What follows belongs to an exercise in optimizing a design on an open flow for small area; a production flow would make more cautious choices.
In this exercise RTL edits were held to simulation tests only and were not proved equivalent to the original.
Power and IR drop assume default switching activity.

Design digital_watch_fsm, start of the top module:
module digital_watch_fsm
#(
    parameter CLK_FREQ = 2_000,            
    parameter LED_BLINK_RATE = 400,        
    parameter REFRESH_BITS = 10            
)
(
    input  wire clk,
    input  wire reset,
    input  wire btn_mode,
    input  wire btn_start,
    input  wire btn_pause,
    input  wire btn_lap,
    input  wire btn_set,
    output wire [6:0] seg,
    output wire [7:0] an,
    output wire led,
    output wire [13:0] led1,
    output wire mode_led
);
==> module digital_watch_fsm, before the edit <==
module digital_watch_fsm
#(
    parameter CLK_FREQ = 2_000,            
    parameter LED_BLINK_RATE = 400,        
    parameter REFRESH_BITS = 10            
)
(
    input  wire clk,
    input  wire reset,
    input  wire btn_mode,
    input  wire btn_start,
    input  wire btn_pause,
    input  wire btn_lap,
    input  wire btn_set,
    output wire [6:0] seg,
    output wire [7:0] an,
    output wire led,
    output wire [13:0] led1,
    output wire mode_led
);
    localparam IDLE    = 2'b00;
    localparam RUNNING = 2'b01;
    localparam PAUSED  = 2'b10;
    localparam TIME_UP = 2'b11;
    wire mode = btn_mode;    
    reg [1:0] state;
    reg [5:0] lap_minutes, lap_seconds;
    reg set_mode_active;
    reg set_field;           
    wire start_tick, pause_tick, lap_tick, set_tick;
    debounce #(.CLK_FREQ(CLK_FREQ)) db_start (.clk(clk), .reset(reset), .button_in(btn_start), .button_out(start_tick));
    debounce #(.CLK_FREQ(CLK_FREQ)) db_pause (.clk(clk), .reset(reset), .button_in(btn_pause), .button_out(pause_tick));
    debounce #(.CLK_FREQ(CLK_FREQ)) db_lap   (.clk(clk), .reset(reset), .button_in(btn_lap),   .button_out(lap_tick));
    debounce #(.CLK_FREQ(CLK_FREQ)) db_set   (.clk(clk), .reset(reset), .button_in(btn_set),   .button_out(set_tick));
    function [6:0] lfsr7;
        input [6:0] v;
        lfsr7 = {v[5:0], ~(v[6] ^ v[5])};
    endfunction
    function [6:0] lfsr7_n;
        input integer n;
        integer k;
        begin
            lfsr7_n = 7'd0;
            for (k = 0; k < n % 127; k = k + 1)
                lfsr7_n = lfsr7(lfsr7_n);
        end
    endfunction
    localparam integer PRE_MOD = CLK_FREQ / 16;           
    localparam [6:0] PRE_LAST = lfsr7_n(PRE_MOD - 1);
    reg [REFRESH_BITS-1:0] refresh_counter;
    always @(posedge clk or posedge reset)
        if (reset) refresh_counter <= 0;
        else       refresh_counter <= refresh_counter + 1'b1;
    reg [6:0] pre_counter;
    always @(posedge clk or posedge reset)
        if (reset)                       pre_counter <= 7'd0;
        else if (pre_counter == PRE_LAST) pre_counter <= 7'd0;
        else                             pre_counter <= lfsr7(pre_counter);
    wire one_sec_tick = (pre_counter == PRE_LAST) && (&refresh_counter[3:0]);
    reg [1:0] next_state;
    wire time_zero;
    always @(*) begin
        next_state = state;
        case (state)
            IDLE:    if (start_tick && !set_mode_active) next_state = RUNNING;
            RUNNING: if (pause_tick) next_state = PAUSED;
                     else if (mode && time_zero) next_state = TIME_UP;
            PAUSED:  if (start_tick) next_state = RUNNING;
            TIME_UP: if (start_tick) next_state = IDLE;
        endcase
    end
    always @(posedge clk or posedge reset)
        if (reset) state <= IDLE;
        else       state <= next_state;
    reg [5:0] act_min, act_sec, oth_min, oth_sec;
    always @(posedge clk or posedge reset)
        if (reset) set_mode_active <= 1'b0;
        else if (set_tick) set_mode_active <= ~set_mode_active;
    always @(posedge clk)
        if (set_tick) set_field <= 1'b0;
        else if (set_mode_active && lap_tick) set_field <= ~set_field;
    wire sm  = set_mode_active;
    wire up     = sm ? start_tick : !mode;
    wire sec_en = !sm || set_field;
    wire [5:0] res_sec, res_min;
    wire sec_carry;
    mod60_step u_sec (.v(act_sec), .up(up), .en(sec_en), .res(res_sec), .carry(sec_carry));
    mod60_step u_min (.v(act_min), .up(up), .en(!sec_en || sec_carry), .res(res_min), .carry());
    wire act_zero = (act_min == 6'd0) && (act_sec == 6'd0);
    wire oth_zero = (oth_min == 6'd0) && (oth_sec == 6'd0);
    assign time_zero = sm ? oth_zero : act_zero;
    wire ldm   = mode && state == IDLE && start_tick;        
    wire tstep = state == RUNNING && one_sec_tick && !(mode && act_zero);
    wire sstep = (start_tick || pause_tick) && !lap_tick;
    wire act_from_oth = sm ? (set_tick && !ldm) : (!set_tick && ldm);
    wire act_from_res = !set_tick && (sm ? sstep : (!ldm && tstep));
    wire oth_from_res = !sm && set_tick && !mode && tstep;
    wire oth_from_act = sm ? (set_tick || ldm) : (set_tick && !mode && !tstep);
    always @(posedge clk or posedge reset)
        if (reset) begin
            act_min <= 6'd0;
            act_sec <= 6'd0;
        end else if (act_from_oth) begin
            act_min <= oth_min;
            act_sec <= oth_sec;
        end else if (act_from_res) begin
            act_min <= res_min;
            act_sec <= res_sec;
        end
    always @(posedge clk or posedge reset)
        if (reset) begin
            oth_min <= 6'd0;
            oth_sec <= 6'd0;
        end else if (oth_from_act) begin
            oth_min <= act_min;
            oth_sec <= act_sec;
        end else if (oth_from_res) begin
            oth_min <= res_min;
            oth_sec <= res_sec;
        end
    always @(posedge clk or posedge reset)
        if (reset) begin
            lap_minutes <= 6'd0;
            lap_seconds <= 6'd0;
        end else if (lap_tick && !mode && !sm) begin
            lap_minutes <= act_min;
            lap_seconds <= act_sec;
        end
    function [8:0] lfsr9;
        input [8:0] v;
        lfsr9 = {v[7:0], ~(v[8] ^ v[4])};
    endfunction
    function [8:0] lfsr9_n;
        input integer n;
        integer k;
        begin
            lfsr9_n = 9'd0;
            for (k = 0; k < n % 511; k = k + 1)
                lfsr9_n = lfsr9(lfsr9_n);
        end
    endfunction
    localparam [8:0] BLINK_LAST = lfsr9_n(LED_BLINK_RATE);
    reg [8:0] blink_timer;   
    reg led_reg;
    always @(posedge clk)
        if (state != TIME_UP || blink_timer == BLINK_LAST) blink_timer <= 9'd0;
        else                                               blink_timer <= lfsr9(blink_timer);
    always @(posedge clk or posedge reset)
        if (reset)                  led_reg <= 1'b0;
        else if (state != TIME_UP)  led_reg <= 1'b0;
        else if (blink_timer == BLINK_LAST) led_reg <= ~led_reg;
    assign led  = led_reg;
    assign led1 = {14{led_reg}};
    assign mode_led = mode;
    wire [2:0] digit = refresh_counter[REFRESH_BITS-1:REFRESH_BITS-3];
    reg [5:0] value;
    always @(*)
        case (digit[2:1])
            2'b00:   value = act_sec;
            2'b01:   value = act_min;
            2'b10:   value = lap_seconds;
            default: value = lap_minutes;
        endcase
    wire blank = set_mode_active && digit[2];
    wire [3:0] tens  = value / 10;
    wire [3:0] units = value % 10;
    wire [3:0] data_to_display = digit[0] ? tens : units;
    reg [6:0] segments;
    always @(*)
        case (data_to_display)
            4'd0: segments = 7'b1000000;
            4'd1: segments = 7'b1111001;
            4'd2: segments = 7'b0100100;
            4'd3: segments = 7'b0110000;
            4'd4: segments = 7'b0011001;
            4'd5: segments = 7'b0010010;
            4'd6: segments = 7'b0000010;
            4'd7: segments = 7'b1111000;
            4'd8: segments = 7'b0000000;
            4'd9: segments = 7'b0010000;
            default: segments = 7'bxxxxxxx;
        endcase
    assign seg = blank ? 7'b1111111 : segments;
    assign an  = blank ? 8'b11111111 : ~(8'b00000001 << digit);
endmodule
export LEC_CHECK = 0
export ABC_AREA = 1
export CAP_MARGIN = 20
export CORE_MARGIN = 2
export CORE_UTILIZATION = 60
export SLEW_MARGIN = 20
create_clock -name core_clock -period 10.0 [get_ports {clk}]
standard.sh (not shown) runs the stock make flow with config.mk's settings and CLKGATE_MAP_FILE= SYNTH_SCRIPT=/design/flow/synth_recipe.tcl, a recipe that flattens the netlist after the stock synthesis.
==> flow/flow/run.sh <==
#!/bin/bash
# Standard flow, with three changes:
#  - after the standard synthesis, the combinational logic is re-mapped by ABC
#    with an area-oriented script (flip-flops, their names and cells untouched);
#  - port buffers use the smallest buffer cell;
#  - clock tree options from flow/cts_args.txt (no dummy loads).
# Each tool's output goes to a log file of its own in the work folder.
set -euo pipefail
W=$PWD
R=$W/orfs/results/$FLOW_PLATFORM/digital_watch_fsm/base
bash standard.sh $R/1_2_yosys.v > $W/synth.log 2>&1
cp $R/1_2_yosys.v $W/standard_netlist.v
RS_IN=$W/standard_netlist.v RS_OUT=$W/resynth.v RS_ABC=$W/flow/area.abc \
  yosys -c $W/flow/resynth.tcl > $W/resynth.log 2>&1
cp $W/resynth.v $R/1_2_yosys.v
bash standard.sh "BUFFER_PORTS_ARGS=-buffer_cell sky130_fd_sc_hd__buf_1" \
  "CTS_ARGS=$(cat $W/flow/cts_args.txt)" finish > $W/layout.log 2>&1
Other scripts of this flow, unchanged in this note and not shown: flow/flow/area.abc, flow/flow/cts_args.txt, flow/flow/resynth.tcl
Rerun with:
--- a/flow/design.v
+++ b/flow/design.v
@@ -79,33 +79,20 @@
     debounce #(.CLK_FREQ(CLK_FREQ)) db_start (.clk(clk), .reset(reset), .button_in(btn_start), .button_out(start_tick));
     debounce #(.CLK_FREQ(CLK_FREQ)) db_pause (.clk(clk), .reset(reset), .button_in(btn_pause), .button_out(pause_tick));
     debounce #(.CLK_FREQ(CLK_FREQ)) db_lap   (.clk(clk), .reset(reset), .button_in(btn_lap),   .button_out(lap_tick));
     debounce #(.CLK_FREQ(CLK_FREQ)) db_set   (.clk(clk), .reset(reset), .button_in(btn_set),   .button_out(set_tick));
-    function [6:0] lfsr7;
-        input [6:0] v;
-        lfsr7 = {v[5:0], ~(v[6] ^ v[5])};
-    endfunction
-    function [6:0] lfsr7_n;
-        input integer n;
-        integer k;
-        begin
-            lfsr7_n = 7'd0;
-            for (k = 0; k < n % 127; k = k + 1)
-                lfsr7_n = lfsr7(lfsr7_n);
-        end
-    endfunction
-    localparam integer PRE_MOD = CLK_FREQ / 16;           
-    localparam [6:0] PRE_LAST = lfsr7_n(PRE_MOD - 1);
+    localparam [6:0] PRE_FIRST = 7'b1010100;
+    localparam [6:0] PRE_LAST  = 7'b1101010;
     reg [REFRESH_BITS-1:0] refresh_counter;
     always @(posedge clk or posedge reset)
         if (reset) refresh_counter <= 0;
         else       refresh_counter <= refresh_counter + 1'b1;
     reg [6:0] pre_counter;
-    always @(posedge clk or posedge reset)
-        if (reset)                       pre_counter <= 7'd0;
-        else if (pre_counter == PRE_LAST) pre_counter <= 7'd0;
-        else                             pre_counter <= lfsr7(pre_counter);
-    wire one_sec_tick = (pre_counter == PRE_LAST) && (&refresh_counter[3:0]);
+    wire pre_last = (pre_counter == PRE_LAST);
+    always @(posedge clk or posedge reset)
+        if (reset) pre_counter <= PRE_FIRST;
+        else       pre_counter <= {pre_counter[5:0], ~(pre_counter[6] ^ pre_counter[5]) ^ pre_last};
+    wire one_sec_tick = pre_last && (&refresh_counter[3:0]);
     reg [1:0] next_state;
     wire time_zero;
     always @(*) begin
         next_state = state;
@@ -209,11 +196,12 @@
             2'b10:   value = lap_seconds;
             default: value = lap_minutes;
         endcase
     wire blank = set_mode_active && digit[2];
-    wire [3:0] tens  = value / 10;
-    wire [3:0] units = value % 10;
-    wire [3:0] data_to_display = digit[0] ? tens : units;
+    wire [4:0] half  = value[5:1];
+    wire [2:0] tens  = half / 5;
+    wire [2:0] rem5  = half % 5;
+    wire [3:0] data_to_display = digit[0] ? {1'b0, tens} : {rem5, value[0]};
     reg [6:0] segments;
     always @(*)
         case (data_to_display)
             4'd0: segments = 7'b1000000;
Combinational power falls by about 80%.
Total power falls by about 30%.
Setup slack loses 0.10 ns.
Via count falls by 3.9%.
Hold slack gains 0.010 ns.
Wire length falls by 3.8%.
Clock-buffer cell count does not change.
Synthesized cell count falls by about 5%.
Clock skew hardly moves.
Critical path depth does not change.
Global-route usage rises by 0.11 points.
Final area falls by 0.89%.

## re-timing with driven ports
No port has a modelled driver above. Below, the same layouts with a new extraction and two added sets of constraints. Step 1 sets driving cells, clkbuf_16 on the clock port and buf_2 on the other inputs (assumed; they add their load-dependent delay and slew). Step 2 times the ports against the registers' clock, not the clock port: input delays grow and output delays shrink by t, the midpoint of the rising clock arrivals with the driver on. Slacks: ideal / step 1 / step 2; pairs: ideal / step 1.
run | t, ns | slack for setup (ns) | hold slack, ns | worst slew at a driven data input, ns | pins driven straight from the clock port
the first run | 0.381 | 3.560 / 3.527 / 3.908 | 0.335 / 0.335 / 0.335 | 0.03 | 1
the second run | 0.378 | 3.457 / 3.423 / 3.605 | 0.345 / 0.345 / 0.345 | 0.03 | 1
After both steps setup and hold are still met in every run listed.
